Source: an optimization exercise on an open RTL-to-GDS flow (aim: small area and few clock cycles). Production flows keep margins and buffers that such runs may drop.
Function was checked by simulation only, so behaviour that the tests miss may differ from the original.
Power figures rest on the tool's default switching activity, not on a simulated workload.

### flow/config.mk
export PLATFORM = sky130hd
export DESIGN_NAME = krnl_vadd_rtl
export DESIGN_NICKNAME = krnl_vadd_rtl
export VERILOG_FILES = /design/flow/design.v
export SDC_FILE = /design/flow/constraint.sdc
export NUM_CORES = 4
export LEC_CHECK = 0
export CAP_MARGIN = 0
export CORE_MARGIN = 2
export CORE_UTILIZATION = 70
export CTS_BUF_LIST = sky130_fd_sc_hd__clkbuf_16
export CTS_CLUSTER_DIAMETER = 100
export CTS_CLUSTER_SIZE = 28
export PLACE_DENSITY = 0.85
export SLEW_MARGIN = 0
### flow/constraint.sdc
create_clock -name core_clock -period 8.0 [get_ports {ap_clk}]
set_input_delay 1.6000 -clock core_clock [delete_from_list [all_inputs] [get_ports {ap_clk}]]
set_output_delay 1.6000 -clock core_clock [all_outputs]
set_load 0.01 [all_outputs]
### flow/design.v
`default_nettype none
module krnl_vadd_rtl_incr #(
  parameter integer W   = 16,
  parameter bit     DEC = 1'b0
)
(
  input  wire [W-1:0] a,
  output wire [W-1:0] y
);
logic [W-1:0] c;     
always_comb begin
  c[0] = 1'b1;
  for (int i = 1; i < W; i++) c[i] = c[i-1] & (a[i-1] ^ DEC);
end
assign y = a ^ c;
endmodule
`default_nettype wire
`default_nettype none
module krnl_vadd_rtl_incr_blk #(
  parameter integer W = 46,
  parameter integer B = 8
)
(
  input  wire [W-1:0] a,
  input  wire         cin,
  output logic [W-1:0] y
);
localparam integer NB = (W + B - 1) / B;
logic [NB:0]   bc;       
logic [NB-1:0] ones;     
logic          c;
always_comb begin
  for (int k = 0; k < NB; k++) begin
    ones[k] = 1'b1;
    for (int i = k * B; i < (k + 1) * B && i < W; i++) ones[k] = ones[k] & a[i];
  end
  bc[0] = cin;
  for (int k = 0; k < NB; k++) bc[k+1] = bc[k] & ones[k];
  for (int k = 0; k < NB; k++) begin
    c = bc[k];
    for (int i = k * B; i < (k + 1) * B && i < W; i++) begin
      y[i] = a[i] ^ c;
      c    = c & a[i];
    end
  end
end
endmodule
`default_nettype wire
`default_nettype none
module krnl_vadd_rtl_adder #(
  parameter integer W = 32
)
(
  input  wire [W-1:0] a,
  input  wire [W-1:0] b,
  input  wire         cin,
  output wire [W-1:0] s,
  output wire         cout
);
logic [W-1:0] p;     
logic [W-1:0] gp;    
logic [W-1:0] pp;    
always_comb begin
  p  = a ^ b;
  gp = a & b;
  pp = p;
  gp[0] = gp[0] | (p[0] & cin);
  for (int d = 1; d < W; d = d * 2) begin
    for (int i = 2 * d - 1; i < W; i = i + 2 * d) begin
      gp[i] = gp[i] | (pp[i] & gp[i - d]);
      pp[i] = pp[i] & pp[i - d];
    end
  end
  for (int d = 1 << $clog2(W); d >= 1; d = d / 2) begin
    for (int i = 3 * d - 1; i < W; i = i + 2 * d) begin
      gp[i] = gp[i] | (pp[i] & gp[i - d]);
      pp[i] = pp[i] & pp[i - d];
    end
  end
end
generate
  if (W > 1) begin : g_wide
    assign s = p ^ {gp[W-2:0], cin};
  end
  else begin : g_bit
    assign s = p ^ cin;
  end
endgenerate
assign cout = gp[W-1];
endmodule
`default_nettype wire
`default_nettype none
`timescale 1ns/1ps
module krnl_vadd_rtl_control_s_axi
#(parameter
    C_S_AXI_ADDR_WIDTH = 6,
    C_S_AXI_DATA_WIDTH = 32
)(
    input  wire                          ACLK,
    input  wire                          ARESET,
    input  wire [C_S_AXI_ADDR_WIDTH-1:0] AWADDR,
    input  wire                          AWVALID,
    output wire                          AWREADY,
    input  wire [C_S_AXI_DATA_WIDTH-1:0] WDATA,
    input  wire [C_S_AXI_DATA_WIDTH/8-1:0] WSTRB,
    input  wire                          WVALID,
    output wire                          WREADY,
    output wire [1:0]                    BRESP,
    output wire                          BVALID,
    input  wire                          BREADY,
    input  wire [C_S_AXI_ADDR_WIDTH-1:0] ARADDR,
    input  wire                          ARVALID,
    output wire                          ARREADY,
    output reg  [C_S_AXI_DATA_WIDTH-1:0] RDATA,
    output wire [1:0]                    RRESP,
    output wire                          RVALID,
    input  wire                          RREADY,
    output wire                          ap_start_pulse,
    output wire                          ap_start,
    input  wire                          ap_done,
    output wire [63:0]                   a,
    output wire [63:0]                   b,
    output wire [63:0]                   c,
    output wire [31:0]                   length_r
);
localparam
    ADDR_AP_CTRL         = 6'h00,
    ADDR_GIE             = 6'h04,
    ADDR_IER             = 6'h08,
    ADDR_ISR             = 6'h0c,
    ADDR_A_DATA_0        = 6'h10,
    ADDR_A_DATA_1        = 6'h14,
    ADDR_B_DATA_0        = 6'h1c,
    ADDR_B_DATA_1        = 6'h20,
    ADDR_C_DATA_0        = 6'h28,
    ADDR_C_DATA_1        = 6'h2c,
    ADDR_LENGTH_R_DATA_0 = 6'h34;
reg         bvalid;
reg         rvalid;
reg  [3:0]  raddr;          
reg  [1:0]  st;             
reg         int_ap_start;
reg         int_ap_done;
reg         int_auto_restart;
reg         int_gie;
reg  [1:0]  int_ier;
reg  [1:0]  int_isr;
reg  [63:0] int_a;
reg  [63:0] int_b;
reg  [63:0] int_c;
reg  [31:0] int_length_r;
wire        wr    = AWVALID & WVALID & ~bvalid & ~ARESET;
wire        ar_hs = ARVALID & ~rvalid & ~ARESET;
wire [31:0] wdat  = WDATA & {32{~ARESET}};
wire        wr0   = wr & WSTRB[0];
assign AWREADY = wr;
assign WREADY  = wr;
assign BRESP   = 2'b00;
assign BVALID  = bvalid;
assign ARREADY = ~rvalid & ~ARESET;
assign RRESP   = 2'b00;
assign RVALID  = rvalid;
assign ap_start = int_ap_start;
assign a        = int_a;
assign b        = int_b;
assign c        = int_c;
assign length_r = int_length_r;
assign ap_start_pulse = wr0 & (AWADDR == ADDR_AP_CTRL) & WDATA[0] & ~int_ap_start;
always @(posedge ACLK) begin
    if (ARESET)
        bvalid <= 1'b0;
    else if (wr)
        bvalid <= 1'b1;
    else if (BREADY)
        bvalid <= 1'b0;
end
always @(posedge ACLK) begin
    if (ARESET)
        rvalid <= 1'b0;
    else if (ar_hs)
        rvalid <= 1'b1;
    else if (RREADY)
        rvalid <= 1'b0;
end
always @(posedge ACLK) begin
    if (ar_hs) begin
        raddr <= (ARADDR[1:0] == 2'b00) ? ARADDR[5:2] : 4'h6;
        st    <= {int_ap_done | ap_done, ap_done ? int_auto_restart : int_ap_start};
    end
end
always @(*) begin
    case (raddr)
        ADDR_AP_CTRL[5:2]:         RDATA = {24'd0, int_auto_restart, 4'd0, ~st[0], st};
        ADDR_GIE[5:2]:             RDATA = {31'd0, int_gie};
        ADDR_IER[5:2]:             RDATA = {30'd0, int_ier};
        ADDR_ISR[5:2]:             RDATA = {30'd0, int_isr};
        ADDR_A_DATA_0[5:2]:        RDATA = int_a[31:0];
        ADDR_A_DATA_1[5:2]:        RDATA = int_a[63:32];
        ADDR_B_DATA_0[5:2]:        RDATA = int_b[31:0];
        ADDR_B_DATA_1[5:2]:        RDATA = int_b[63:32];
        ADDR_C_DATA_0[5:2]:        RDATA = int_c[31:0];
        ADDR_C_DATA_1[5:2]:        RDATA = int_c[63:32];
        ADDR_LENGTH_R_DATA_0[5:2]: RDATA = int_length_r;
        default:                   RDATA = 32'd0;
    endcase
end
always @(posedge ACLK) begin
    if (ARESET)
        int_ap_start <= 1'b0;
    else if (ap_start_pulse)
        int_ap_start <= 1'b1;
    else if (ap_done)
        int_ap_start <= int_auto_restart;
end
always @(posedge ACLK) begin
    if (ARESET)
        int_ap_done <= 1'b0;
    else if (ar_hs && ARADDR == ADDR_AP_CTRL)
        int_ap_done <= 1'b0;
    else if (ap_done)
        int_ap_done <= 1'b1;
end
always @(posedge ACLK) begin
    if (ARESET)
        int_auto_restart <= 1'b0;
    else if (wr0 && AWADDR == ADDR_AP_CTRL)
        int_auto_restart <= WDATA[7];
end
always @(posedge ACLK) begin
    if (ARESET)
        int_gie <= 1'b0;
    else if (wr0 && AWADDR == ADDR_GIE)
        int_gie <= WDATA[0];
end
always @(posedge ACLK) begin
    if (ARESET)
        int_ier <= 2'b0;
    else if (wr0 && AWADDR == ADDR_IER)
        int_ier <= WDATA[1:0];
end
always @(posedge ACLK) begin
    if (ARESET)
        int_isr <= 2'b0;
    else if (ap_done)
        int_isr <= int_isr | int_ier;
    else if (wr0 && AWADDR == ADDR_ISR)
        int_isr <= int_isr ^ WDATA[1:0];
end
function automatic [3:0] be(input [5:0] addr);
    be = {4{ARESET}} | ({4{wr && AWADDR == addr}} & WSTRB);
endfunction
wire [3:0] be_a0 = be(ADDR_A_DATA_0);
wire [3:0] be_a1 = be(ADDR_A_DATA_1);
wire [3:0] be_b0 = be(ADDR_B_DATA_0);
wire [3:0] be_b1 = be(ADDR_B_DATA_1);
wire [3:0] be_c0 = be(ADDR_C_DATA_0);
wire [3:0] be_c1 = be(ADDR_C_DATA_1);
wire [3:0] be_l  = be(ADDR_LENGTH_R_DATA_0);
genvar k;
generate
for (k = 0; k < 4; k = k + 1) begin : g_byte
    always @(posedge ACLK) begin
        if (be_a0[k]) int_a[8*k +: 8]        <= wdat[8*k +: 8];
        if (be_a1[k]) int_a[32 + 8*k +: 8]   <= wdat[8*k +: 8];
        if (be_b0[k]) int_b[8*k +: 8]        <= wdat[8*k +: 8];
        if (be_b1[k]) int_b[32 + 8*k +: 8]   <= wdat[8*k +: 8];
        if (be_c0[k]) int_c[8*k +: 8]        <= wdat[8*k +: 8];
        if (be_c1[k]) int_c[32 + 8*k +: 8]   <= wdat[8*k +: 8];
        if (be_l[k])  int_length_r[8*k +: 8] <= wdat[8*k +: 8];
    end
end
endgenerate
endmodule
`default_nettype wire
`default_nettype none
`timescale 1 ns / 1 ps 
module krnl_vadd_rtl_int #( 
  parameter integer  C_S_AXI_CONTROL_DATA_WIDTH = 32,
  parameter integer  C_S_AXI_CONTROL_ADDR_WIDTH = 6,
  parameter integer  C_M_AXI_GMEM_ID_WIDTH = 1,
  parameter integer  C_M_AXI_GMEM_ADDR_WIDTH = 64,
  parameter integer  C_M_AXI_GMEM_DATA_WIDTH = 32
)
(
  input  wire  ap_clk,
  input  wire  ap_rst_n,
  output wire                                 m_axi_gmem_AWVALID,
  input  wire                                 m_axi_gmem_AWREADY,
  output wire [C_M_AXI_GMEM_ADDR_WIDTH-1:0]   m_axi_gmem_AWADDR,
  output wire [C_M_AXI_GMEM_ID_WIDTH - 1:0]   m_axi_gmem_AWID,
  output wire [7:0]                           m_axi_gmem_AWLEN,
  output wire [2:0]                           m_axi_gmem_AWSIZE,
  output wire [1:0]                           m_axi_gmem_AWBURST,
  output wire [1:0]                           m_axi_gmem_AWLOCK,
  output wire [3:0]                           m_axi_gmem_AWCACHE,
  output wire [2:0]                           m_axi_gmem_AWPROT,
  output wire [3:0]                           m_axi_gmem_AWQOS,
  output wire [3:0]                           m_axi_gmem_AWREGION,
  output wire                                 m_axi_gmem_WVALID,
  input  wire                                 m_axi_gmem_WREADY,
  output wire [C_M_AXI_GMEM_DATA_WIDTH-1:0]   m_axi_gmem_WDATA,
  output wire [C_M_AXI_GMEM_DATA_WIDTH/8-1:0] m_axi_gmem_WSTRB,
  output wire                                 m_axi_gmem_WLAST,
  output wire                                 m_axi_gmem_ARVALID,
  input  wire                                 m_axi_gmem_ARREADY,
  output wire [C_M_AXI_GMEM_ADDR_WIDTH-1:0]   m_axi_gmem_ARADDR,
  output wire [C_M_AXI_GMEM_ID_WIDTH-1:0]     m_axi_gmem_ARID,
  output wire [7:0]                           m_axi_gmem_ARLEN,
  output wire [2:0]                           m_axi_gmem_ARSIZE,
  output wire [1:0]                           m_axi_gmem_ARBURST,
  output wire [1:0]                           m_axi_gmem_ARLOCK,
  output wire [3:0]                           m_axi_gmem_ARCACHE,
  output wire [2:0]                           m_axi_gmem_ARPROT,
  output wire [3:0]                           m_axi_gmem_ARQOS,
  output wire [3:0]                           m_axi_gmem_ARREGION,
  input  wire                                 m_axi_gmem_RVALID,
  output wire                                 m_axi_gmem_RREADY,
  input  wire [C_M_AXI_GMEM_DATA_WIDTH - 1:0] m_axi_gmem_RDATA,
  input  wire                                 m_axi_gmem_RLAST,
  input  wire [C_M_AXI_GMEM_ID_WIDTH - 1:0]   m_axi_gmem_RID,
  input  wire [1:0]                           m_axi_gmem_RRESP,
  input  wire                                 m_axi_gmem_BVALID,
  output wire                                 m_axi_gmem_BREADY,
  input  wire [1:0]                           m_axi_gmem_BRESP,
  input  wire [C_M_AXI_GMEM_ID_WIDTH - 1:0]   m_axi_gmem_BID,
  input  wire                                    s_axi_control_AWVALID,
  output wire                                    s_axi_control_AWREADY,
  input  wire [C_S_AXI_CONTROL_ADDR_WIDTH-1:0]   s_axi_control_AWADDR,
  input  wire                                    s_axi_control_WVALID,
  output wire                                    s_axi_control_WREADY,
  input  wire [C_S_AXI_CONTROL_DATA_WIDTH-1:0]   s_axi_control_WDATA,
  input  wire [C_S_AXI_CONTROL_DATA_WIDTH/8-1:0] s_axi_control_WSTRB,
  input  wire                                    s_axi_control_ARVALID,
  output wire                                    s_axi_control_ARREADY,
  input  wire [C_S_AXI_CONTROL_ADDR_WIDTH-1:0]   s_axi_control_ARADDR,
  output wire                                    s_axi_control_RVALID,
  input  wire                                    s_axi_control_RREADY,
  output wire [C_S_AXI_CONTROL_DATA_WIDTH-1:0]   s_axi_control_RDATA,
  output wire [1:0]                              s_axi_control_RRESP,
  output wire                                    s_axi_control_BVALID,
  input  wire                                    s_axi_control_BREADY,
  output wire [1:0]                              s_axi_control_BRESP 
);
localparam integer LP_LOG_BURST = 1;
localparam integer LP_BURST     = 1 << LP_LOG_BURST;
localparam integer LP_BI_W      = (LP_LOG_BURST > 0) ? LP_LOG_BURST : 1;
logic        areset;
logic        ap_start_pulse;
logic        ap_start;
logic        ap_done;
logic        running;
logic [63:0] a;
logic [63:0] b;
logic [63:0] c;
logic [31:0] length_r;
logic [15:0] lm1;
assign m_axi_gmem_AWID     = {C_M_AXI_GMEM_ID_WIDTH{1'b0}};
assign m_axi_gmem_AWSIZE   = 3'd2;
assign m_axi_gmem_AWBURST  = 2'b01;
assign m_axi_gmem_AWLOCK   = 2'b00;
assign m_axi_gmem_AWCACHE  = 4'b0011;
assign m_axi_gmem_AWPROT   = 3'b000;
assign m_axi_gmem_AWQOS    = 4'b0000;
assign m_axi_gmem_AWREGION = 4'b0000;
assign m_axi_gmem_ARID     = {C_M_AXI_GMEM_ID_WIDTH{1'b0}};
assign m_axi_gmem_ARSIZE   = 3'd2;
assign m_axi_gmem_ARBURST  = 2'b01;
assign m_axi_gmem_ARLOCK   = 2'b00;
assign m_axi_gmem_ARCACHE  = 4'b0011;
assign m_axi_gmem_ARPROT   = 3'b000;
assign m_axi_gmem_ARQOS    = 4'b0000;
assign m_axi_gmem_ARREGION = 4'b0000;
assign m_axi_gmem_WSTRB    = {C_M_AXI_GMEM_DATA_WIDTH/8{1'b1}};
assign m_axi_gmem_BREADY   = 1'b1;
assign areset = ~ap_rst_n;
krnl_vadd_rtl_control_s_axi #(
  .C_S_AXI_ADDR_WIDTH( C_S_AXI_CONTROL_ADDR_WIDTH ),
  .C_S_AXI_DATA_WIDTH( C_S_AXI_CONTROL_DATA_WIDTH )
)
inst_krnl_vadd_control_s_axi (
  .ACLK           ( ap_clk                ),
  .ARESET         ( areset                ),
  .AWADDR         ( s_axi_control_AWADDR  ),
  .AWVALID        ( s_axi_control_AWVALID ),
  .AWREADY        ( s_axi_control_AWREADY ),
  .WDATA          ( s_axi_control_WDATA   ),
  .WSTRB          ( s_axi_control_WSTRB   ),
  .WVALID         ( s_axi_control_WVALID  ),
  .WREADY         ( s_axi_control_WREADY  ),
  .BRESP          ( s_axi_control_BRESP   ),
  .BVALID         ( s_axi_control_BVALID  ),
  .BREADY         ( s_axi_control_BREADY  ),
  .ARADDR         ( s_axi_control_ARADDR  ),
  .ARVALID        ( s_axi_control_ARVALID ),
  .ARREADY        ( s_axi_control_ARREADY ),
  .RDATA          ( s_axi_control_RDATA   ),
  .RRESP          ( s_axi_control_RRESP   ),
  .RVALID         ( s_axi_control_RVALID  ),
  .RREADY         ( s_axi_control_RREADY  ),
  .ap_start_pulse ( ap_start_pulse        ),
  .ap_start       ( ap_start              ),
  .ap_done        ( ap_done               ),
  .a              ( a                     ),
  .b              ( b                     ),
  .c              ( c                     ),
  .length_r       ( length_r              )
);
krnl_vadd_rtl_incr #(.W(16), .DEC(1'b1)) inst_lm1 (.a(length_r[15:0]), .y(lm1));
assign running = ap_start;
logic [15:1] ar_off;      
logic [15:1] ar_off_inc;
logic        ar_sel;      
logic        ar_done;
logic        ar_last;
logic        arxfer;
assign ar_last = (ar_off[15:1] == lm1[15:1]);
assign m_axi_gmem_ARVALID = running & ~ar_done;
logic        ar_sel_n;
logic [63:0] ar_base;
logic [17:3] ar_lo;
logic        ar_lo_c;
logic [63:18] ar_hi;
assign ar_base = {ar_sel_n ? a[63:18] : b[63:18], ar_sel ? b[17:0] : a[17:0]};
krnl_vadd_rtl_adder #(.W(15)) inst_ar_lo_add (
  .a(ar_base[17:3]), .b(ar_off), .cin(1'b0), .s(ar_lo), .cout(ar_lo_c)
);
krnl_vadd_rtl_incr_blk #(.W(46), .B(8)) inst_ar_hi_inc (
  .a(ar_base[63:18]), .cin(ar_lo_c), .y(ar_hi)
);
assign m_axi_gmem_ARADDR  = {ar_hi, ar_lo, ar_base[2:0]};
assign m_axi_gmem_ARLEN   = {7'd0, ~ar_last | lm1[0]};
assign arxfer = m_axi_gmem_ARVALID & m_axi_gmem_ARREADY;
krnl_vadd_rtl_incr #(.W(15)) inst_ar_off_inc (.a(ar_off), .y(ar_off_inc));
always @(posedge ap_clk) begin
  if (ap_start_pulse) begin
    ar_off  <= 15'd0;
    ar_sel   <= 1'b0;
    ar_sel_n <= 1'b1;
    ar_done  <= 1'b0;
  end
  else if (arxfer) begin
    ar_sel   <= ~ar_sel;
    ar_sel_n <= ar_sel;
    if (ar_sel) begin
      ar_off  <= ar_off_inc;
      ar_done <= ar_last;
    end
  end
end
logic                               r_phase;    
logic [LP_BI_W-1:0]                 r_beat;
logic [C_M_AXI_GMEM_DATA_WIDTH-1:0] abuf [LP_BURST];
logic                               rxfer;
logic                               w_valid;
logic [C_M_AXI_GMEM_DATA_WIDTH-1:0] w_data;
assign m_axi_gmem_RREADY = ~r_phase | ~w_valid | m_axi_gmem_WREADY;
assign rxfer = m_axi_gmem_RVALID & m_axi_gmem_RREADY;
always @(posedge ap_clk) begin
  if (ap_start_pulse) begin
    r_phase <= 1'b0;
    r_beat  <= '0;
  end
  else if (rxfer) begin
    if (m_axi_gmem_RLAST) begin
      r_phase <= ~r_phase;
      r_beat  <= '0;
    end
    else begin
      r_beat  <= r_beat + 1'b1;
    end
  end
end
always @(posedge ap_clk) begin
  if (rxfer & ~r_phase) abuf[r_beat] <= m_axi_gmem_RDATA;
end
always @(posedge ap_clk) begin
  if (areset)
    w_valid <= 1'b0;
  else if (rxfer & r_phase)
    w_valid <= 1'b1;
  else if (m_axi_gmem_WREADY)
    w_valid <= 1'b0;
end
logic [C_M_AXI_GMEM_DATA_WIDTH-1:0] sum;
krnl_vadd_rtl_adder #(.W(C_M_AXI_GMEM_DATA_WIDTH)) inst_adder (
  .a(abuf[r_beat]), .b(m_axi_gmem_RDATA), .cin(1'b0), .s(sum), .cout()
);
always @(posedge ap_clk) begin
  if (rxfer & r_phase) w_data <= sum;
end
assign m_axi_gmem_WVALID = w_valid;
assign m_axi_gmem_WDATA  = w_data;
logic [15:0] w_cnt;
logic [15:0] w_cnt_inc;
krnl_vadd_rtl_incr #(.W(16)) inst_w_cnt_inc (.a(w_cnt), .y(w_cnt_inc));
assign m_axi_gmem_WLAST = (&w_cnt[7:0]) | (w_cnt == lm1);
always @(posedge ap_clk) begin
  if (ap_start_pulse)
    w_cnt <= 16'd0;
  else if (m_axi_gmem_WVALID & m_axi_gmem_WREADY)
    w_cnt <= w_cnt_inc;
end
logic [7:0] aw_idx;
logic [7:0] aw_idx_inc;
krnl_vadd_rtl_incr #(.W(8)) inst_aw_idx_inc (.a(aw_idx), .y(aw_idx_inc));
logic       aw_done;
logic       aw_last;
assign aw_last = (aw_idx == lm1[15:8]);
assign m_axi_gmem_AWVALID = running & ~aw_done;
logic [17:10] aw_mid;
logic         aw_mid_c;
logic [63:18] aw_hi;
krnl_vadd_rtl_adder #(.W(8)) inst_aw_mid_add (
  .a(c[17:10]), .b(aw_idx), .cin(1'b0), .s(aw_mid), .cout(aw_mid_c)
);
krnl_vadd_rtl_incr_blk #(.W(46), .B(8)) inst_aw_hi_inc (
  .a(c[63:18]), .cin(aw_mid_c), .y(aw_hi)
);
assign m_axi_gmem_AWADDR  = {aw_hi, aw_mid, c[9:0]};
assign m_axi_gmem_AWLEN   = aw_last ? lm1[7:0] : 8'hff;
always @(posedge ap_clk) begin
  if (ap_start_pulse) begin
    aw_idx  <= 8'd0;
    aw_done <= 1'b0;
  end
  else if (m_axi_gmem_AWVALID & m_axi_gmem_AWREADY) begin
    aw_idx  <= aw_idx_inc;
    aw_done <= aw_last;
  end
end
logic [7:0] b_cnt;
logic [7:0] b_cnt_inc;
krnl_vadd_rtl_incr #(.W(8)) inst_b_cnt_inc (.a(b_cnt), .y(b_cnt_inc));
assign ap_done = running & m_axi_gmem_BVALID & (b_cnt == lm1[15:8]);
always @(posedge ap_clk) begin
  if (ap_start_pulse)
    b_cnt <= 8'd0;
  else if (m_axi_gmem_BVALID)
    b_cnt <= b_cnt_inc;
end
endmodule
`default_nettype wire
`default_nettype none
`timescale 1 ns / 1 ps 
module krnl_vadd_rtl #( 
  parameter integer  C_S_AXI_CONTROL_DATA_WIDTH = 32,
  parameter integer  C_S_AXI_CONTROL_ADDR_WIDTH = 6,
  parameter integer  C_M_AXI_GMEM_ID_WIDTH = 1,
  parameter integer  C_M_AXI_GMEM_ADDR_WIDTH = 64,
  parameter integer  C_M_AXI_GMEM_DATA_WIDTH = 32
)
(
  input  wire  ap_clk,
  input  wire  ap_rst_n,
  output wire                                 m_axi_gmem_AWVALID,
  input  wire                                 m_axi_gmem_AWREADY,
  output wire [C_M_AXI_GMEM_ADDR_WIDTH-1:0]   m_axi_gmem_AWADDR,
  output wire [C_M_AXI_GMEM_ID_WIDTH - 1:0]   m_axi_gmem_AWID,
  output wire [7:0]                           m_axi_gmem_AWLEN,
  output wire [2:0]                           m_axi_gmem_AWSIZE,
  output wire [1:0]                           m_axi_gmem_AWBURST,
  output wire [1:0]                           m_axi_gmem_AWLOCK,
  output wire [3:0]                           m_axi_gmem_AWCACHE,
  output wire [2:0]                           m_axi_gmem_AWPROT,
  output wire [3:0]                           m_axi_gmem_AWQOS,
  output wire [3:0]                           m_axi_gmem_AWREGION,
  output wire                                 m_axi_gmem_WVALID,
  input  wire                                 m_axi_gmem_WREADY,
  output wire [C_M_AXI_GMEM_DATA_WIDTH-1:0]   m_axi_gmem_WDATA,
  output wire [C_M_AXI_GMEM_DATA_WIDTH/8-1:0] m_axi_gmem_WSTRB,
  output wire                                 m_axi_gmem_WLAST,
  output wire                                 m_axi_gmem_ARVALID,
  input  wire                                 m_axi_gmem_ARREADY,
  output wire [C_M_AXI_GMEM_ADDR_WIDTH-1:0]   m_axi_gmem_ARADDR,
  output wire [C_M_AXI_GMEM_ID_WIDTH-1:0]     m_axi_gmem_ARID,
  output wire [7:0]                           m_axi_gmem_ARLEN,
  output wire [2:0]                           m_axi_gmem_ARSIZE,
  output wire [1:0]                           m_axi_gmem_ARBURST,
  output wire [1:0]                           m_axi_gmem_ARLOCK,
  output wire [3:0]                           m_axi_gmem_ARCACHE,
  output wire [2:0]                           m_axi_gmem_ARPROT,
  output wire [3:0]                           m_axi_gmem_ARQOS,
  output wire [3:0]                           m_axi_gmem_ARREGION,
  input  wire                                 m_axi_gmem_RVALID,
  output wire                                 m_axi_gmem_RREADY,
  input  wire [C_M_AXI_GMEM_DATA_WIDTH - 1:0] m_axi_gmem_RDATA,
  input  wire                                 m_axi_gmem_RLAST,
  input  wire [C_M_AXI_GMEM_ID_WIDTH - 1:0]   m_axi_gmem_RID,
  input  wire [1:0]                           m_axi_gmem_RRESP,
  input  wire                                 m_axi_gmem_BVALID,
  output wire                                 m_axi_gmem_BREADY,
  input  wire [1:0]                           m_axi_gmem_BRESP,
  input  wire [C_M_AXI_GMEM_ID_WIDTH - 1:0]   m_axi_gmem_BID,
  input  wire                                    s_axi_control_AWVALID,
  output wire                                    s_axi_control_AWREADY,
  input  wire [C_S_AXI_CONTROL_ADDR_WIDTH-1:0]   s_axi_control_AWADDR,
  input  wire                                    s_axi_control_WVALID,
  output wire                                    s_axi_control_WREADY,
  input  wire [C_S_AXI_CONTROL_DATA_WIDTH-1:0]   s_axi_control_WDATA,
  input  wire [C_S_AXI_CONTROL_DATA_WIDTH/8-1:0] s_axi_control_WSTRB,
  input  wire                                    s_axi_control_ARVALID,
  output wire                                    s_axi_control_ARREADY,
  input  wire [C_S_AXI_CONTROL_ADDR_WIDTH-1:0]   s_axi_control_ARADDR,
  output wire                                    s_axi_control_RVALID,
  input  wire                                    s_axi_control_RREADY,
  output wire [C_S_AXI_CONTROL_DATA_WIDTH-1:0]   s_axi_control_RDATA,
  output wire [1:0]                              s_axi_control_RRESP,
  output wire                                    s_axi_control_BVALID,
  input  wire                                    s_axi_control_BREADY,
  output wire [1:0]                              s_axi_control_BRESP 
);
krnl_vadd_rtl_int #(
  .C_S_AXI_CONTROL_DATA_WIDTH  ( C_S_AXI_CONTROL_DATA_WIDTH ),
  .C_S_AXI_CONTROL_ADDR_WIDTH  ( C_S_AXI_CONTROL_ADDR_WIDTH ),
  .C_M_AXI_GMEM_ID_WIDTH       ( C_M_AXI_GMEM_ID_WIDTH ),
  .C_M_AXI_GMEM_ADDR_WIDTH     ( C_M_AXI_GMEM_ADDR_WIDTH ),
  .C_M_AXI_GMEM_DATA_WIDTH     ( C_M_AXI_GMEM_DATA_WIDTH )
)
inst_krnl_vadd_rtl_int (
  .ap_clk                 ( ap_clk ),
  .ap_rst_n               ( ap_rst_n ),
  .m_axi_gmem_AWVALID     ( m_axi_gmem_AWVALID ),
  .m_axi_gmem_AWREADY     ( m_axi_gmem_AWREADY ),
  .m_axi_gmem_AWADDR      ( m_axi_gmem_AWADDR ),
  .m_axi_gmem_AWID        ( m_axi_gmem_AWID ),
  .m_axi_gmem_AWLEN       ( m_axi_gmem_AWLEN ),
  .m_axi_gmem_AWSIZE      ( m_axi_gmem_AWSIZE ),
  .m_axi_gmem_AWBURST     ( m_axi_gmem_AWBURST ),
  .m_axi_gmem_AWLOCK      ( m_axi_gmem_AWLOCK ),
  .m_axi_gmem_AWCACHE     ( m_axi_gmem_AWCACHE ),
  .m_axi_gmem_AWPROT      ( m_axi_gmem_AWPROT ),
  .m_axi_gmem_AWQOS       ( m_axi_gmem_AWQOS ),
  .m_axi_gmem_AWREGION    ( m_axi_gmem_AWREGION ),
  .m_axi_gmem_WVALID      ( m_axi_gmem_WVALID ),
  .m_axi_gmem_WREADY      ( m_axi_gmem_WREADY ),
  .m_axi_gmem_WDATA       ( m_axi_gmem_WDATA ),
  .m_axi_gmem_WSTRB       ( m_axi_gmem_WSTRB ),
  .m_axi_gmem_WLAST       ( m_axi_gmem_WLAST ),
  .m_axi_gmem_ARVALID     ( m_axi_gmem_ARVALID ),
  .m_axi_gmem_ARREADY     ( m_axi_gmem_ARREADY ),
  .m_axi_gmem_ARADDR      ( m_axi_gmem_ARADDR ),
  .m_axi_gmem_ARID        ( m_axi_gmem_ARID ),
  .m_axi_gmem_ARLEN       ( m_axi_gmem_ARLEN ),
  .m_axi_gmem_ARSIZE      ( m_axi_gmem_ARSIZE ),
  .m_axi_gmem_ARBURST     ( m_axi_gmem_ARBURST ),
  .m_axi_gmem_ARLOCK      ( m_axi_gmem_ARLOCK ),
  .m_axi_gmem_ARCACHE     ( m_axi_gmem_ARCACHE ),
  .m_axi_gmem_ARPROT      ( m_axi_gmem_ARPROT ),
  .m_axi_gmem_ARQOS       ( m_axi_gmem_ARQOS ),
  .m_axi_gmem_ARREGION    ( m_axi_gmem_ARREGION ),
  .m_axi_gmem_RVALID      ( m_axi_gmem_RVALID ),
  .m_axi_gmem_RREADY      ( m_axi_gmem_RREADY ),
  .m_axi_gmem_RDATA       ( m_axi_gmem_RDATA ),
  .m_axi_gmem_RLAST       ( m_axi_gmem_RLAST ),
  .m_axi_gmem_RID         ( m_axi_gmem_RID ),
  .m_axi_gmem_RRESP       ( m_axi_gmem_RRESP ),
  .m_axi_gmem_BVALID      ( m_axi_gmem_BVALID ),
  .m_axi_gmem_BREADY      ( m_axi_gmem_BREADY ),
  .m_axi_gmem_BRESP       ( m_axi_gmem_BRESP ),
  .m_axi_gmem_BID         ( m_axi_gmem_BID ),
  .s_axi_control_AWVALID  ( s_axi_control_AWVALID ),
  .s_axi_control_AWREADY  ( s_axi_control_AWREADY ),
  .s_axi_control_AWADDR   ( s_axi_control_AWADDR ),
  .s_axi_control_WVALID   ( s_axi_control_WVALID ),
  .s_axi_control_WREADY   ( s_axi_control_WREADY ),
  .s_axi_control_WDATA    ( s_axi_control_WDATA ),
  .s_axi_control_WSTRB    ( s_axi_control_WSTRB ),
  .s_axi_control_ARVALID  ( s_axi_control_ARVALID ),
  .s_axi_control_ARREADY  ( s_axi_control_ARREADY ),
  .s_axi_control_ARADDR   ( s_axi_control_ARADDR ),
  .s_axi_control_RVALID   ( s_axi_control_RVALID ),
  .s_axi_control_RREADY   ( s_axi_control_RREADY ),
  .s_axi_control_RDATA    ( s_axi_control_RDATA ),
  .s_axi_control_RRESP    ( s_axi_control_RRESP ),
  .s_axi_control_BVALID   ( s_axi_control_BVALID ),
  .s_axi_control_BREADY   ( s_axi_control_BREADY ),
  .s_axi_control_BRESP    ( s_axi_control_BRESP )
);
endmodule
`default_nettype wire
### flow/flow/run.sh
#!/bin/bash
# Standard layout, with the smallest buffer on every input and output port
# instead of the default port buffer cell, and one tie cell per constant
# value instead of one per constant output.
set -euo pipefail
export BUFFER_PORTS_ARGS="-buffer_cell sky130_fd_sc_hd__buf_1"
export SKIP_REPAIR_TIE_FANOUT=1
bash standard.sh BUFFER_PORTS_ARGS="$BUFFER_PORTS_ARGS" SKIP_REPAIR_TIE_FANOUT=1 finish > standard_flow.log 2>&1
### flow/standard.sh
#!/bin/bash
# synth_recipe.tcl (not shown) runs the flow's synth.tcl, then flattens the netlist and writes it again
# the make line also repeats each setting of config.mk as NAME=value (left out here)
make -C /OpenROAD-flow-scripts/flow DESIGN_CONFIG=/design/flow/config.mk WORK_HOME=/design/flow/orfs CLKGATE_MAP_FILE= SYNTH_SCRIPT=/design/flow/synth_recipe.tcl "${@:-finish}"
==> run_summary.xml, run 1 <==
<?xml version="1.0" encoding="UTF-8"?>
<metrics>
  <group name="cells_and_area">
    <metric name="fin_nets" unit="">2129</metric>
    <metric name="fillers" unit="">1823</metric>
    <metric name="most-common-layout-cells" unit="">edfxtp_1, buf_1, ha_1, nand2_1, mux2_2</metric>
    <metric name="area_taken_by_multi_input_logic_gates" unit="sq um">8480</metric>
    <metric name="area.growth.synth_to_final" unit="%">7.22</metric>
    <metric name="layout-drive-gt1-share" unit="%">9.35</metric>
    <metric name="stdcell_area" unit="sq um">22000</metric>
    <metric name="area.sequential" unit="sq um">11100</metric>
    <metric name="postLayoutCoreUtil" unit="%">76.6</metric>
    <metric name="layoutNonFillerInstCount" unit="">2215</metric>
    <metric name="leading_cell_type_in_the_layout_fill_and_taps_excluded" unit="">edfxtp_1</metric>
  </group>
  <group name="logic_synthesis">
    <metric name="async_flop_share" unit="%">0</metric>
    <metric name="mappedNetlistNets" unit="">1919</metric>
    <metric name="netlist_instances" unit="">1610</metric>
    <metric name="yosys.area.top_type" unit="">edfxtp_1</metric>
    <metric name="register_area_share_after_synthesis" unit="%">53.9</metric>
    <metric name="synth-seq-cells" unit="">391</metric>
    <metric name="synth-warning-count" unit="">10</metric>
    <metric name="syn_avg_cell_area" unit="sq um">12.8</metric>
    <metric name="synth_top_cell_area_share" unit="%">47.6</metric>
    <metric name="number_of_flops_mapped_to_enable_cells_by_yosys" unit="">326</metric>
    <metric name="post_synth_main_area_contributors" unit="">edfxtp_1, ha_1, dfxtp_1, mux2_2, nand2_1</metric>
    <metric name="syn_area" unit="sq um">20600</metric>
    <metric name="synthFlopType" unit="">edfxtp_1</metric>
    <metric name="post_synthesis_cell_type_count" unit="">61</metric>
  </group>
  <group name="timing">
    <metric name="setup_tns" unit="ns">0</metric>
    <metric name="layout_worst_path_cycle_share" unit="%">95.7</metric>
    <metric name="worst_hold_check_slack" unit="ns">0.477</metric>
    <metric name="final.setup.worst_slack" unit="ns">0.347</metric>
    <metric name="clock_skew" unit="ns">0.0120</metric>
    <metric name="unrepaired_setup_endpoints_after_global_routing" unit="">no</metric>
    <metric name="worst-slew-pin-transition" unit="ns">1.07</metric>
    <metric name="max_clock_freq" unit="MHz">131</metric>
    <metric name="setup_viol" unit="">0</metric>
    <metric name="timing.final.crit_period" unit="ns">7.65</metric>
    <metric name="final_max_slew_viols" unit="">0</metric>
    <metric name="timing.final.hold_violations" unit="">0</metric>
    <metric name="timing.slew.headroom" unit="%">28.3</metric>
  </group>
  <group name="run_status">
    <metric name="run_status" unit="">no timing/DRC/antenna violations</metric>
  </group>
  <group name="placed_design">
    <metric name="placed_cell_area" unit="sq um">21600</metric>
    <metric name="final_wtd_congestion" unit="">0.930</metric>
    <metric name="place_inst" unit="">2185</metric>
    <metric name="io_buffer_count" unit="">303</metric>
    <metric name="estimated_wirelength_of_the_detail_placed_design" unit="mm">38.3</metric>
    <metric name="preCtsSetupSlack" unit="ns">0.597</metric>
  </group>
  <group name="min_path">
    <metric name="worstHoldPathType" unit="">reg -&gt; reg</metric>
    <metric name="hold-path-cell-count" unit="">1</metric>
  </group>
  <group name="global_routing">
    <metric name="gr-usage-all-layers" unit="%">34.0</metric>
    <metric name="gr-total-overflow" unit="">0</metric>
    <metric name="grt_antenna_before_repair" unit="">2</metric>
    <metric name="grt_max_degree" unit="">65</metric>
    <metric name="via_count_of_the_first_global_routing_pass" unit="">14014</metric>
    <metric name="grt_first_pass_wirelength" unit="mm">79.7</metric>
  </group>
  <group name="floorplan">
    <metric name="initial_utilization" unit="%">71.4</metric>
    <metric name="die_height" unit="um">175</metric>
    <metric name="fp-row-count" unit="">62</metric>
    <metric name="top_level_ports" unit="">372</metric>
    <metric name="die_w" unit="um">175</metric>
    <metric name="design.die.area" unit="sq um">30800</metric>
    <metric name="core-area" unit="sq um">28800</metric>
  </group>
  <group name="worst_setup_path">
    <metric name="startpoint_type_of_the_worst_setup_path" unit="">flip-flop</metric>
    <metric name="worst_r2r_path_depth" unit="">21</metric>
    <metric name="critical_path.max_fanout" unit="">10</metric>
    <metric name="slowest_delay" unit="ns">0.51</metric>
    <metric name="cpMaxStageDelayCell" unit="">fa_1</metric>
    <metric name="worstPathRequired" unit="ns">6.40</metric>
    <metric name="criticalPathCategory" unit="">reg -&gt; out</metric>
    <metric name="worstSetupEndpointType" unit="">output port</metric>
    <metric name="timing.critical_path.arrival" unit="ns">6.05</metric>
    <metric name="crit_path_frequent_cell" unit="">ha_1</metric>
    <metric name="r2r_slack" unit="ns">2.53</metric>
    <metric name="crit_chain" unit="">mux2_2 -&gt; ha_1 -&gt; fa_1 -&gt; a21oi_1 -&gt; a2bb2oi_1 -&gt; a21oi_1 -&gt; and3_1 -&gt; a31oi_1 -&gt; a21oi_1 -&gt; fa_1 -&gt; nand3_1 -&gt; a211oi_2 -&gt; nand4_1 -&gt; a211oi_1 -&gt; buf_4 -&gt; ha_1 -&gt; ha_1 -&gt; ha_1 -&gt; ha_1 -&gt; ha_1 -&gt; ha_1 -&gt; ha_1 -&gt; xnor2_1 -&gt; buf_1</metric>
  </group>
  <group name="routing">
    <metric name="detail_route.first_pass.iterations" unit="">9</metric>
    <metric name="initialDrtViolationCount" unit="">1960</metric>
    <metric name="routed_via_density" unit="">6.50</metric>
    <metric name="num_vias" unit="">14387</metric>
    <metric name="totalWireLength" unit="mm">52.7</metric>
    <metric name="drcViolationCount" unit="">0</metric>
    <metric name="wire_per_inst" unit="um">23.8</metric>
    <metric name="number_of_nets_with_antenna_violations_after_detailed_routing" unit="">0</metric>
  </group>
  <group name="pwr">
    <metric name="static-leakage-power" unit="nW">8.45</metric>
    <metric name="power.total" unit="mW">4.29</metric>
    <metric name="ir_drop" unit="mV">0.188</metric>
    <metric name="p_per_area" unit="nW/um^2">194</metric>
  </group>
  <group name="clock_network">
    <metric name="cts_max_level" unit="">1</metric>
    <metric name="post-cts-setup-buffer-count" unit="">0</metric>
    <metric name="cts_buffers" unit="">17</metric>
    <metric name="cts.path.max_buffers" unit="">3</metric>
    <metric name="clock_insertion_delay_worst_skew" unit="ns">0.53</metric>
    <metric name="ctsHoldBuffers" unit="">0</metric>
    <metric name="clock-sinks" unit="">391</metric>
    <metric name="cts.clk_slew.worst_paths" unit="ns">0.11</metric>
    <metric name="cts_tree" unit="">built</metric>
    <metric name="cts_root_buf" unit="">clkbuf_16</metric>
  </group>
  <group name="job">
    <metric name="cap_violations" unit="">0</metric>
  </group>
</metrics>
==> worst max-delay path by stage <==
stage / start / to
finish: inst_krnl_vadd_rtl_int.ar_sel$_SDFFE_PP0P_ / m_axi_gmem_ARADDR[57]
global route: inst_krnl_vadd_rtl_int.ar_sel$_SDFFE_PP0P_ / m_axi_gmem_ARADDR[57]
CTS: inst_krnl_vadd_rtl_int.ar_sel$_SDFFE_PP0P_ / m_axi_gmem_ARADDR[57]
detailed placement: inst_krnl_vadd_rtl_int.ar_sel$_SDFFE_PP0P_ / m_axi_gmem_ARADDR[63]
global placement: inst_krnl_vadd_rtl_int.ar_sel$_SDFFE_PP0P_ / m_axi_gmem_ARADDR[63]
floorplan: inst_krnl_vadd_rtl_int.ar_sel$_SDFFE_PP0P_ / m_axi_gmem_ARADDR[57]
==> sequential cells by signal, indices dropped and copies added (netlist names), named ones only <==
name                                                         count
inst_krnl_vadd_rtl_int.w_data                                   32
inst_krnl_vadd_rtl_int.w_valid                                   1
inst_krnl_vadd_rtl_int.ar_off                                   15
inst_krnl_vadd_rtl_int.w_cnt                                    16
inst_krnl_vadd_rtl_int.inst_krnl_vadd_control_s_axi.bvalid       1
inst_krnl_vadd_rtl_int.ar_sel                                    1
inst_krnl_vadd_rtl_int.inst_krnl_vadd_control_s_axi.rvalid       1
inst_krnl_vadd_rtl_int.r_phase                                   1
inst_krnl_vadd_rtl_int.b_cnt                                     8
inst_krnl_vadd_rtl_int.aw_done                                   1
inst_krnl_vadd_rtl_int.inst_krnl_vadd_control_s_axi.int_ier      2
inst_krnl_vadd_rtl_int.ar_done                                   1
inst_krnl_vadd_rtl_int.inst_krnl_vadd_control_s_axi.raddr        4
inst_krnl_vadd_rtl_int.inst_krnl_vadd_control_s_axi.int_c       64
inst_krnl_vadd_rtl_int.inst_krnl_vadd_control_s_axi.st           2
inst_krnl_vadd_rtl_int.inst_krnl_vadd_control_s_axi.int_a       64
inst_krnl_vadd_rtl_int.inst_krnl_vadd_control_s_axi.int_isr      2
inst_krnl_vadd_rtl_int.ar_sel_n                                  1
inst_krnl_vadd_rtl_int.r_beat                                    1
inst_krnl_vadd_rtl_int.inst_krnl_vadd_control_s_axi.int_b       64
inst_krnl_vadd_rtl_int.aw_idx                                    8
inst_krnl_vadd_rtl_int.abuf                                     64
inst_krnl_vadd_rtl_int.inst_krnl_vadd_control_s_axi.int_gie      1
==> synth_stat cells (15+ instances only) <==
cell        n
edfxtp_1  326
ha_1      182
nand2_1   156
mux2_2     81
buf_4      74
dfxtp_1    65
a22oi_1    61
xor2_1     55
inv_1      54
nand3_1    51
nor2_1     47
clkbuf_1   41
and2_1     40
xnor2_1    39
a21oi_2    30
a222oi_1   30
a21oi_1    29
fa_1       28
nand4_1    27
o21ai_0    24
mux2i_1    19
nor3_1     15
==> area by class of cell <==
class,instances,share of cell area (%)
flip-flops and latches,391,50.3
multi-input cells,1031,38.5
repair buffers,324,5.88
well taps,384,2.18
clock buffers,17,1.93
inverters,55,0.936
clock inverters,11,0.250
diodes,2,0.0227
==> per-layer routing <==
metal  up-vias  GRT usage (%)  share of wire [%]
li1       6321              -                  -
met1      6988           45.9                 37
met2       930           55.6                 48
met3       146           6.17                 11
met4         2           12.6                3.9
met5         -              0              0.025
==> where the power goes <==
group | leakage, nW | internal (mW) | total, mW | switching [mW]
logic | 4.54 | 0.279 | 0.731 | 0.451
clock network | 0.276 | 0.410 | 1.01 | 0.603
registers | 3.63 | 2.42 | 2.54 | 0.123
==> critical path, delay by kind of cell, from the launching register on <==
kind,cells,cell delay (ns)
AO/OA/AOI/OAI,7,1.20
XOR/XNOR,1,0.15
adder cells (fa/ha/maj),10,2.44
buffers and inverters,2,0.33
flip-flops,1,0.46
multiplexers,1,0.36
AND/OR/NAND/NOR,3,0.58
==> timing repair <==
| item | in CTS | in global routing |
|---|---|---|
| endpoints found under the setup margin | 4 | 5 |
| endpoints found under the hold margin | 0 | 0 |
| resized for setup | 1 | 2 |
| pin swaps | 0 | 0 |
==> logic make-up (layout without fill, tap and decap cells) <==
kind of cell,count (synthesis),after routing,synth area share (%)
AOI/OAI and AO/OA,224,224,8.16
DFF,391,391,53.9
xor gates and xnor gates,94,94,4.00
muxes,100,100,5.36
adders and majority gates,210,210,13.8
other,2,4,0.0365
buffers and inverters,188,407,5.03
and+or+nand+nor,401,401,9.67
Testbench counts, summed over its fixed seeds: cycles 57,720.
==> run 2: changes to the inputs <==
==> flow/config.mk (replaced) <==
export PLATFORM = sky130hd
export DESIGN_NAME = krnl_vadd_rtl
export DESIGN_NICKNAME = krnl_vadd_rtl
export VERILOG_FILES = /design/flow/design.v
export SDC_FILE = /design/flow/constraint.sdc
export NUM_CORES = 4
export LEC_CHECK = 0
export CAP_MARGIN = 20
export CORE_MARGIN = 2
export CORE_UTILIZATION = 60
export CTS_BUF_LIST = sky130_fd_sc_hd__clkbuf_16
export CTS_CLUSTER_DIAMETER = 100
export CTS_CLUSTER_SIZE = 28
export PLACE_DENSITY = 0.75
export SLEW_MARGIN = 20
==> run 2 against run 1 <==
Fmax down 0.13%. Routed wire length increased by 0.33%. Sequential power is essentially flat. Global-route usage shrank 4.8 points. Core utilization fell by 11 points. Register-to-register slack improved by 0.03 ns. Cell area is 0.56% higher. Cell count increased by 3.0%. Count of clock-buffer cells in the layout grew 2. Non-clock buffer count down 2. Worst setup slack worse by 0.0096 ns.
==> run_summary.xml, run 2 <==
<?xml version="1.0" encoding="UTF-8"?>
<metrics>
  <group name="pwr">
    <metric name="p_per_area" unit="nW/um^2">195</metric>
    <metric name="ir_drop" unit="mV">0.195</metric>
    <metric name="static-leakage-power" unit="nW">8.45</metric>
    <metric name="power.total" unit="mW">4.33</metric>
  </group>
  <group name="placed_design">
    <metric name="estimated_wirelength_of_the_detail_placed_design" unit="mm">38.8</metric>
    <metric name="preCtsSetupSlack" unit="ns">0.834</metric>
    <metric name="final_wtd_congestion" unit="">0.916</metric>
    <metric name="io_buffer_count" unit="">303</metric>
  </group>
  <group name="logic_synthesis">
    <metric name="synth-seq-cells" unit="">391</metric>
    <metric name="synthFlopType" unit="">edfxtp_1</metric>
    <metric name="yosys.cell_count.top_type" unit="">edfxtp_1</metric>
    <metric name="syn_area" unit="sq um">20600</metric>
    <metric name="synth_top_family_by_area" unit="">adder cells</metric>
    <metric name="number_of_flops_mapped_to_enable_cells_by_yosys" unit="">326</metric>
    <metric name="register_area_share_after_synthesis" unit="%">53.9</metric>
    <metric name="netlist_instances" unit="">1610</metric>
    <metric name="synth-warning-count" unit="">10</metric>
    <metric name="mappedNetlistNets" unit="">1919</metric>
    <metric name="synth_xor_area_share" unit="%">4.00</metric>
    <metric name="syn_avg_cell_area" unit="sq um">12.8</metric>
    <metric name="async_flop_share" unit="%">0</metric>
    <metric name="post_synth_main_area_contributors" unit="">edfxtp_1, ha_1, dfxtp_1, mux2_2, nand2_1</metric>
    <metric name="synth_compound_gate_area_share" unit="%">8.16</metric>
    <metric name="synth_top_cell_area_share" unit="%">47.6</metric>
    <metric name="yosys.area.top_type" unit="">edfxtp_1</metric>
    <metric name="post_synth_and_or_nand_nor_area_fraction" unit="%">9.67</metric>
    <metric name="synth_common_cells" unit="">edfxtp_1, ha_1, nand2_1, mux2_2, buf_4</metric>
    <metric name="post_synth_fa_ha_maj_area_fraction" unit="%">13.8</metric>
    <metric name="post_synthesis_cell_type_count" unit="">61</metric>
    <metric name="post_synth_mux_area_share" unit="%">5.36</metric>
  </group>
  <group name="worst_setup_path">
    <metric name="worst_r2r_path_depth" unit="">21</metric>
    <metric name="criticalPathCategory" unit="">reg -&gt; out</metric>
    <metric name="critical_path.max_fanout" unit="">8</metric>
    <metric name="worstSetupEndpointType" unit="">output port</metric>
    <metric name="startpoint_type_of_the_worst_setup_path" unit="">flip-flop</metric>
    <metric name="worstPathRequired" unit="ns">6.40</metric>
    <metric name="timing.critical_path.arrival" unit="ns">6.06</metric>
  </group>
  <group name="routing">
    <metric name="detail_route.first_pass.iterations" unit="">6</metric>
    <metric name="routed_via_density" unit="">6.14</metric>
    <metric name="totalWireLength" unit="mm">52.9</metric>
    <metric name="drcViolationCount" unit="">0</metric>
    <metric name="initialDrtViolationCount" unit="">1502</metric>
    <metric name="number_of_nets_with_antenna_violations_after_detailed_routing" unit="">0</metric>
    <metric name="num_vias" unit="">13998</metric>
    <metric name="wire_per_inst" unit="um">23.2</metric>
  </group>
  <group name="global_routing">
    <metric name="gr-total-overflow" unit="">0</metric>
    <metric name="via_count_of_the_first_global_routing_pass" unit="">13736</metric>
    <metric name="grt_antenna_before_repair" unit="">2</metric>
    <metric name="gr-usage-all-layers" unit="%">29.2</metric>
    <metric name="grt_max_degree" unit="">65</metric>
    <metric name="grt_first_pass_wirelength" unit="mm">79.4</metric>
  </group>
  <group name="timing">
    <metric name="worst-slew-pin-transition" unit="ns">1.04</metric>
    <metric name="setup_tns" unit="ns">0</metric>
    <metric name="clock_skew" unit="ns">0.0109</metric>
    <metric name="final_max_slew_viols" unit="">0</metric>
    <metric name="max_clock_freq" unit="MHz">131</metric>
    <metric name="timing.slew.headroom" unit="%">30.3</metric>
    <metric name="timing.final.crit_period" unit="ns">7.66</metric>
    <metric name="unrepaired_setup_endpoints_after_global_routing" unit="">no</metric>
    <metric name="worst_hold_check_slack" unit="ns">0.479</metric>
    <metric name="setup_viol" unit="">0</metric>
    <metric name="timing.final.hold_violations" unit="">0</metric>
    <metric name="layout_worst_path_cycle_share" unit="%">95.8</metric>
    <metric name="final.setup.worst_slack" unit="ns">0.338</metric>
  </group>
  <group name="cells_and_area">
    <metric name="area.growth.synth_to_final" unit="%">7.82</metric>
    <metric name="layout-drive-gt1-share" unit="%">9.46</metric>
    <metric name="leading_cell_type_in_the_layout_fill_and_taps_excluded" unit="">edfxtp_1</metric>
    <metric name="fin_nets" unit="">2128</metric>
    <metric name="most-common-layout-cells" unit="">edfxtp_1, buf_1, ha_1, nand2_1, mux2_2</metric>
  </group>
  <group name="job">
    <metric name="cap_violations" unit="">0</metric>
  </group>
  <group name="floorplan">
    <metric name="core-area" unit="sq um">33600</metric>
    <metric name="initial_utilization" unit="%">61.2</metric>
    <metric name="design.die.area" unit="sq um">35800</metric>
    <metric name="fp-row-count" unit="">67</metric>
    <metric name="top_level_ports" unit="">372</metric>
    <metric name="die_w" unit="um">189</metric>
    <metric name="die_height" unit="um">189</metric>
  </group>
  <group name="clock_network">
    <metric name="cts.path.max_buffers" unit="">3</metric>
    <metric name="clock_insertion_delay_worst_skew" unit="ns">0.53</metric>
    <metric name="clock-sinks" unit="">391</metric>
    <metric name="post-cts-setup-buffer-count" unit="">0</metric>
    <metric name="cts.clk_slew.worst_paths" unit="ns">0.11</metric>
    <metric name="ctsHoldBuffers" unit="">0</metric>
    <metric name="cts_max_level" unit="">1</metric>
    <metric name="cts_resized" unit="">0</metric>
    <metric name="cts_buffers" unit="">18</metric>
    <metric name="cts_root_buf" unit="">clkbuf_16</metric>
    <metric name="cts_tree" unit="">built</metric>
  </group>
  <group name="min_path">
    <metric name="worstHoldPathType" unit="">reg -&gt; reg</metric>
    <metric name="hold-path-cell-count" unit="">1</metric>
  </group>
  <group name="run_status">
    <metric name="run_status" unit="">no timing/DRC/antenna violations</metric>
  </group>
</metrics>
## run 2: cell counts after synthesis
No cell type changed its count.
## run 2: layer usage
layer	share of wire [%]	global-route usage, %
met1	40	40.6
met2	47	46.7
met3	9.5	4.84
met4	3.7	10.3
met5	0	0
## run 2: path summary, 6_finish.rpt
check                                        startpoint                     to  slack, ns
max          inst_krnl_vadd_rtl_int.ar_sel$_SDFFE_PP0P_  m_axi_gmem_ARADDR[57]       0.34
min reg2reg                                   flip-flop              flip-flop       0.48
max reg2reg                                   flip-flop              flip-flop       2.56
min                                           flip-flop              flip-flop       0.48
## run 2: kinds of logic after synthesis
group                    Yosys count
AND/OR/NAND/NOR                  401
other                              2
flip-flops                       391
buffers and inverters            188
adder cells (fa/ha/maj)          210
AO/OA/AOI/OAI                    224
XOR/XNOR                          94
multiplexers                     100
## run 2: area by class of cell
cell class                      count  area [sq um]
Inverter                           55           206
Multi-Input combinational cell   1031          8480
Tap cell                          448           561
Antenna cell                        4          10.0
Clock buffer                       19           475
Timing Repair Buffer              322          1280
Clock inverter                     11          61.3
Sequential cell                   391         11100
Fill cell                        2552         11400
## run 2: critical path: stages, from the launching register on
cell,delay (ns)
dfxtp_1,0.36
buf_4,0.20
mux2_2,0.38
ha_1,0.22
fa_1,0.44
a21oi_1,0.21
a2bb2oi_1,0.26
a21oi_1,0.13
and3_1,0.21
a31oi_1,0.23
a21oi_1,0.12
fa_1,0.50
nand3_1,0.13
a211oi_2,0.08
nand4_1,0.23
a211oi_1,0.16
ha_1,0.24
ha_1,0.18
ha_1,0.18
ha_1,0.19
ha_1,0.18
ha_1,0.18
ha_1,0.19
xnor2_1,0.15
buf_1,0.17
## run 2: through the flow
| stage | instances | utilization [%] | cell area [sq um] |
|---|---|---|---|
| finish | 2281 | 65.9 | 22200 |
| CTS | 2277 | 65.9 | 22200 |
| detailed placement | 2247 | 64.3 | 21600 |
| global route | 2278 | 65.9 | 22200 |
| global placement | 2247 | 64.3 | 21600 |
| floorplan | 1610 | - | 20600 |
## run 2: report_power, final
part	total (mW)	leakage, nW	internal (mW)	switching (mW)
clock network	1.07	0.289	0.443	0.628
registers	2.54	3.63	2.42	0.119
logic	0.723	4.53	0.277	0.446
==> run 3: changes to the inputs <==
--- a/flow/design.v
+++ b/flow/design.v
@@ -500,44 +500,39 @@
   else if (m_axi_gmem_WVALID & m_axi_gmem_WREADY)
     w_cnt <= w_cnt_inc;
 end
-logic [7:0] aw_idx;
-logic [7:0] aw_idx_inc;
-krnl_vadd_rtl_incr #(.W(8)) inst_aw_idx_inc (.a(aw_idx), .y(aw_idx_inc));
-logic       aw_done;
-logic       aw_last;
-assign aw_last = (aw_idx == lm1[15:8]);
-assign m_axi_gmem_AWVALID = running & ~aw_done;
+logic [7:0] b_cnt;
+logic [7:0] b_cnt_inc;
+logic       aw_sent;
+logic       b_last;
 logic [17:10] aw_mid;
 logic         aw_mid_c;
 logic [63:18] aw_hi;
+krnl_vadd_rtl_incr #(.W(8)) inst_b_cnt_inc (.a(b_cnt), .y(b_cnt_inc));
 krnl_vadd_rtl_adder #(.W(8)) inst_aw_mid_add (
-  .a(c[17:10]), .b(aw_idx), .cin(1'b0), .s(aw_mid), .cout(aw_mid_c)
+  .a(c[17:10]), .b(b_cnt), .cin(1'b0), .s(aw_mid), .cout(aw_mid_c)
 );
-krnl_vadd_rtl_incr_blk #(.W(46), .B(8)) inst_aw_hi_inc (
+krnl_vadd_rtl_incr_blk #(.W(46), .B(16)) inst_aw_hi_inc (
   .a(c[63:18]), .cin(aw_mid_c), .y(aw_hi)
 );
+assign b_last = (b_cnt == lm1[15:8]);
+assign m_axi_gmem_AWVALID = running & ~aw_sent;
 assign m_axi_gmem_AWADDR  = {aw_hi, aw_mid, c[9:0]};
-assign m_axi_gmem_AWLEN   = aw_last ? lm1[7:0] : 8'hff;
+assign m_axi_gmem_AWLEN   = b_last ? lm1[7:0] : 8'hff;
+assign ap_done = running & m_axi_gmem_BVALID & b_last;
 always @(posedge ap_clk) begin
   if (ap_start_pulse) begin
-    aw_idx  <= 8'd0;
-    aw_done <= 1'b0;
+    b_cnt   <= 8'd0;
+    aw_sent <= 1'b0;
   end
-  else if (m_axi_gmem_AWVALID & m_axi_gmem_AWREADY) begin
-    aw_idx  <= aw_idx_inc;
-    aw_done <= aw_last;
+  else begin
+    if (m_axi_gmem_AWVALID & m_axi_gmem_AWREADY)
+      aw_sent <= 1'b1;
+    else if (m_axi_gmem_BVALID & ~b_last)
+      aw_sent <= 1'b0;
+    if (m_axi_gmem_BVALID)
+      b_cnt <= b_cnt_inc;
   end
 end
-logic [7:0] b_cnt;
-logic [7:0] b_cnt_inc;
-krnl_vadd_rtl_incr #(.W(8)) inst_b_cnt_inc (.a(b_cnt), .y(b_cnt_inc));
-assign ap_done = running & m_axi_gmem_BVALID & (b_cnt == lm1[15:8]);
-always @(posedge ap_clk) begin
-  if (ap_start_pulse)
-    b_cnt <= 8'd0;
-  else if (m_axi_gmem_BVALID)
-    b_cnt <= b_cnt_inc;
-end
 endmodule
 `default_nettype wire
 `default_nettype none
--- a/flow/config.mk
+++ b/flow/config.mk
@@ -5,11 +5,11 @@
 export SDC_FILE = /design/flow/constraint.sdc
 export NUM_CORES = 4
 export LEC_CHECK = 0
-export CAP_MARGIN = 20
+export CAP_MARGIN = 0
 export CORE_MARGIN = 2
 export CORE_UTILIZATION = 60
 export CTS_BUF_LIST = sky130_fd_sc_hd__clkbuf_16
 export CTS_CLUSTER_DIAMETER = 100
 export CTS_CLUSTER_SIZE = 28
 export PLACE_DENSITY = 0.75
-export SLEW_MARGIN = 20
+export SLEW_MARGIN = 0
==> run 3 against run 2 <==
Still clean. Combinational power rose by 14%. Sequential power barely moved. Critical path depth fell by 2. Global-route usage fell by 0.89 points. Via count fell by 4.8%. Cell count fell by 3.1%. Register-to-register slack got worse by 0.15 ns. Count of clock-buffer cells in the layout fell by 2. Worst hold slack improved by 0.0073 ns. Worst setup slack improved by 0.027 ns. Non-clock buffer count did not move. Largest power group unchanged.
==> run_summary.xml, run 3 <==
<?xml version="1.0" encoding="UTF-8"?>
<metrics>
  <group name="floorplan">
    <metric name="design.die.area" unit="sq um">34800</metric>
    <metric name="initial_utilization" unit="%">61.1</metric>
    <metric name="top_level_ports" unit="">372</metric>
    <metric name="core-area" unit="sq um">32700</metric>
    <metric name="fp-row-count" unit="">66</metric>
    <metric name="die_height" unit="um">187</metric>
    <metric name="die_w" unit="um">187</metric>
  </group>
  <group name="clock_network">
    <metric name="cts.path.max_buffers" unit="">3</metric>
    <metric name="clock-sinks" unit="">383</metric>
    <metric name="cts_tree" unit="">built</metric>
    <metric name="post-cts-setup-buffer-count" unit="">0</metric>
    <metric name="clock_insertion_delay_worst_skew" unit="ns">0.53</metric>
    <metric name="cts.clk_slew.worst_paths" unit="ns">0.12</metric>
    <metric name="cts_max_level" unit="">1</metric>
    <metric name="cts_resized" unit="">0</metric>
    <metric name="ctsHoldBuffers" unit="">0</metric>
    <metric name="cts_root_buf" unit="">clkbuf_16</metric>
    <metric name="cts_buffers" unit="">17</metric>
  </group>
  <group name="worst_setup_path">
    <metric name="startpoint_type_of_the_worst_setup_path" unit="">flip-flop</metric>
    <metric name="setup.worst_path.end" unit="">m_axi_gmem_ARADDR[63]</metric>
    <metric name="criticalPathCategory" unit="">reg -&gt; out</metric>
    <metric name="worst_r2r_path_depth" unit="">21</metric>
    <metric name="cp-startpoint" unit="">inst_krnl_vadd_rtl_int.ar_sel$_SDFFE_PP0P_</metric>
    <metric name="worstSetupEndpointType" unit="">output port</metric>
    <metric name="r2r_slack" unit="ns">2.41</metric>
    <metric name="timing.critical_path.arrival" unit="ns">6.04</metric>
    <metric name="critical_path.max_fanout" unit="">17</metric>
    <metric name="worstPathRequired" unit="ns">6.40</metric>
  </group>
  <group name="timing">
    <metric name="timing.slew.headroom" unit="%">40.0</metric>
    <metric name="final.setup.worst_slack" unit="ns">0.364</metric>
    <metric name="clock_skew" unit="ns">0.0200</metric>
    <metric name="setup_viol" unit="">0</metric>
    <metric name="worst_hold_check_slack" unit="ns">0.487</metric>
    <metric name="setup_tns" unit="ns">0</metric>
    <metric name="layout_worst_path_cycle_share" unit="%">95.4</metric>
    <metric name="max_clock_freq" unit="MHz">131</metric>
    <metric name="worst-slew-pin-transition" unit="ns">0.896</metric>
    <metric name="unrepaired_setup_endpoints_after_global_routing" unit="">no</metric>
    <metric name="timing.final.crit_period" unit="ns">7.64</metric>
    <metric name="final_max_slew_viols" unit="">0</metric>
    <metric name="timing.final.hold_violations" unit="">0</metric>
  </group>
  <group name="logic_synthesis">
    <metric name="yosys.area.top_type" unit="">edfxtp_1</metric>
    <metric name="post_synthesis_cell_type_count" unit="">58</metric>
    <metric name="synth-seq-cells" unit="">383</metric>
    <metric name="mappedNetlistNets" unit="">1850</metric>
    <metric name="post_synth_main_area_contributors" unit="">edfxtp_1, ha_1, dfxtp_1, mux2_2, buf_4</metric>
    <metric name="synth_common_cells" unit="">edfxtp_1, ha_1, nand2_1, mux2_2, buf_4</metric>
    <metric name="number_of_flops_mapped_to_enable_cells_by_yosys" unit="">326</metric>
    <metric name="async_flop_share" unit="%">0</metric>
    <metric name="register_area_share_after_synthesis" unit="%">54.7</metric>
    <metric name="netlist_instances" unit="">1544</metric>
    <metric name="synth-warning-count" unit="">11</metric>
    <metric name="yosys.cell_count.top_type" unit="">edfxtp_1</metric>
    <metric name="syn_avg_cell_area" unit="sq um">12.9</metric>
    <metric name="synthFlopType" unit="">edfxtp_1</metric>
    <metric name="synth_top_cell_area_share" unit="%">49.0</metric>
    <metric name="syn_area" unit="sq um">20000</metric>
  </group>
  <group name="placed_design">
    <metric name="placed_cell_area" unit="sq um">21100</metric>
    <metric name="final_wtd_congestion" unit="">0.916</metric>
    <metric name="estimated_wirelength_of_the_detail_placed_design" unit="mm">37.4</metric>
    <metric name="io_buffer_count" unit="">303</metric>
    <metric name="preCtsSetupSlack" unit="ns">0.952</metric>
    <metric name="place_inst" unit="">2176</metric>
  </group>
  <group name="pwr">
    <metric name="comb_power_share" unit="%">19.1</metric>
    <metric name="power.clock.fraction" unit="%">22.9</metric>
    <metric name="static-leakage-power" unit="nW">8.27</metric>
    <metric name="switching_power" unit="mW">1.23</metric>
    <metric name="power.switching_fraction" unit="%">28.4</metric>
    <metric name="p_per_area" unit="nW/um^2">201</metric>
    <metric name="internal_power" unit="mW">3.10</metric>
    <metric name="power.share.sequential" unit="%">58.0</metric>
    <metric name="power.total" unit="mW">4.33</metric>
    <metric name="ir_drop" unit="mV">0.228</metric>
  </group>
  <group name="global_routing">
    <metric name="grt_max_degree" unit="">74</metric>
    <metric name="gr-usage-all-layers" unit="%">28.3</metric>
    <metric name="grt_antenna_before_repair" unit="">5</metric>
    <metric name="via_count_of_the_first_global_routing_pass" unit="">13214</metric>
    <metric name="gr-total-overflow" unit="">0</metric>
    <metric name="grt_first_pass_wirelength" unit="mm">76.2</metric>
  </group>
  <group name="routing">
    <metric name="totalWireLength" unit="mm">50.2</metric>
    <metric name="num_vias" unit="">13324</metric>
    <metric name="drcViolationCount" unit="">0</metric>
    <metric name="routed_via_density" unit="">6.03</metric>
    <metric name="detail_route.first_pass.iterations" unit="">7</metric>
    <metric name="wire_per_inst" unit="um">22.7</metric>
    <metric name="number_of_nets_with_antenna_violations_after_detailed_routing" unit="">0</metric>
    <metric name="initialDrtViolationCount" unit="">1311</metric>
  </group>
  <group name="cells_and_area">
    <metric name="layoutNonFillerInstCount" unit="">2210</metric>
    <metric name="postLayoutCoreUtil" unit="%">65.9</metric>
    <metric name="layout-drive-gt1-share" unit="%">7.99</metric>
    <metric name="fin_nets" unit="">2059</metric>
    <metric name="fillers" unit="">2506</metric>
    <metric name="stdcell_area" unit="sq um">21600</metric>
    <metric name="most-common-layout-cells" unit="">edfxtp_1, buf_1, ha_1, nand2_1, mux2_2</metric>
    <metric name="leading_cell_type_in_the_layout_fill_and_taps_excluded" unit="">edfxtp_1</metric>
    <metric name="area.growth.synth_to_final" unit="%">7.83</metric>
  </group>
  <group name="job">
    <metric name="cap_violations" unit="">0</metric>
  </group>
  <group name="min_path">
    <metric name="hold-path-cell-count" unit="">2</metric>
    <metric name="worstHoldPathType" unit="">reg -&gt; reg</metric>
  </group>
  <group name="run_status">
    <metric name="run_status" unit="">no timing/DRC/antenna violations</metric>
  </group>
</metrics>
==> run 3: logic make-up (layout without fill, tap and decap cells) <==
family	count (synthesis)	in the layout	share of synthesized area, %
adders and majority gates	207	207	14.0
AOI/OAI and AO/OA	206	206	7.35
buffers and inverters	175	395	4.82
and+or+nand+nor	379	379	9.41
other	2	6	0.0376
DFF	383	383	54.7
muxes	111	111	6.10
xor gates and xnor gates	81	81	3.59
==> run 3: routing by layer <==
metal  vias to the layer above  track usage [%]  share of wire (%)
met5                         -                0              0.018
met4                         2             10.2                3.7
met3                        92             6.41                 10
met2                       663             46.7                 47
met1                      6445             37.0                 39
li1                       6122                -                  -
==> run 3: cell type report <==
type                            count  area, sq um  share of cell area (%)
Clock buffer                       17          425                    1.97
Sequential cell                   383        10900                    50.7
Inverter                           43          161                   0.749
Clock inverter                     13         58.8                   0.273
Multi-Input combinational cell    986         8130                    37.7
Timing Repair Buffer              322         1280                    5.94
Antenna cell                        4         10.0                  0.0464
Tap cell                          442          553                    2.57
==> run 3: critical path, stage by stage, from the launching register on <==
cell,delay (ns)
dfxtp_1,0.44
buf_4,0.35
mux2_2,0.42
ha_1,0.28
nor2b_1,0.16
o31a_1,0.19
o21ai_0,0.16
a31oi_1,0.30
nand3_1,0.12
nand2_1,0.09
fa_1,0.30
nand3_1,0.13
a221oi_2,0.31
o21a_1,0.37
nor4b_2,0.49
and2_1,0.28
ha_1,0.19
ha_1,0.19
ha_1,0.15
ha_1,0.14
ha_1,0.15
xnor2_1,0.13
buf_1,0.17
==> run 3: power by group through the flow <==
stage	Sequential [mW]	Combinational [mW]	Clock, mW
after global routing	2.53	0.925	1.08
final	2.51	0.827	0.993
after detailed placement	2.55	0.823	0
after global placement	2.54	0.803	0
after CTS	2.51	0.832	1.02
after floorplan	2.52	0.577	0
==> run 3: how the worst min path moves through the flow <==
stage                                                start                                          end  slack (ns)
3_5_place_dp                                     flip-flop                                    flip-flop        0.47
6_report                                         flip-flop                                    flip-flop        0.49
2_1_floorplan  inst_krnl_vadd_rtl_int.ar_done$_SDFFE_PP0P_  inst_krnl_vadd_rtl_int.ar_done$_SDFFE_PP0P_        0.44
3_3_place_gp   inst_krnl_vadd_rtl_int.ar_done$_SDFFE_PP0P_  inst_krnl_vadd_rtl_int.ar_done$_SDFFE_PP0P_        0.45
4_1_cts                                          flip-flop                                    flip-flop        0.48
5_1_grt        inst_krnl_vadd_rtl_int.ar_done$_SDFFE_PP0P_  inst_krnl_vadd_rtl_int.ar_done$_SDFFE_PP0P_        0.52
Testbench counts of run 3, summed over its fixed seeds: cycles 57,712.
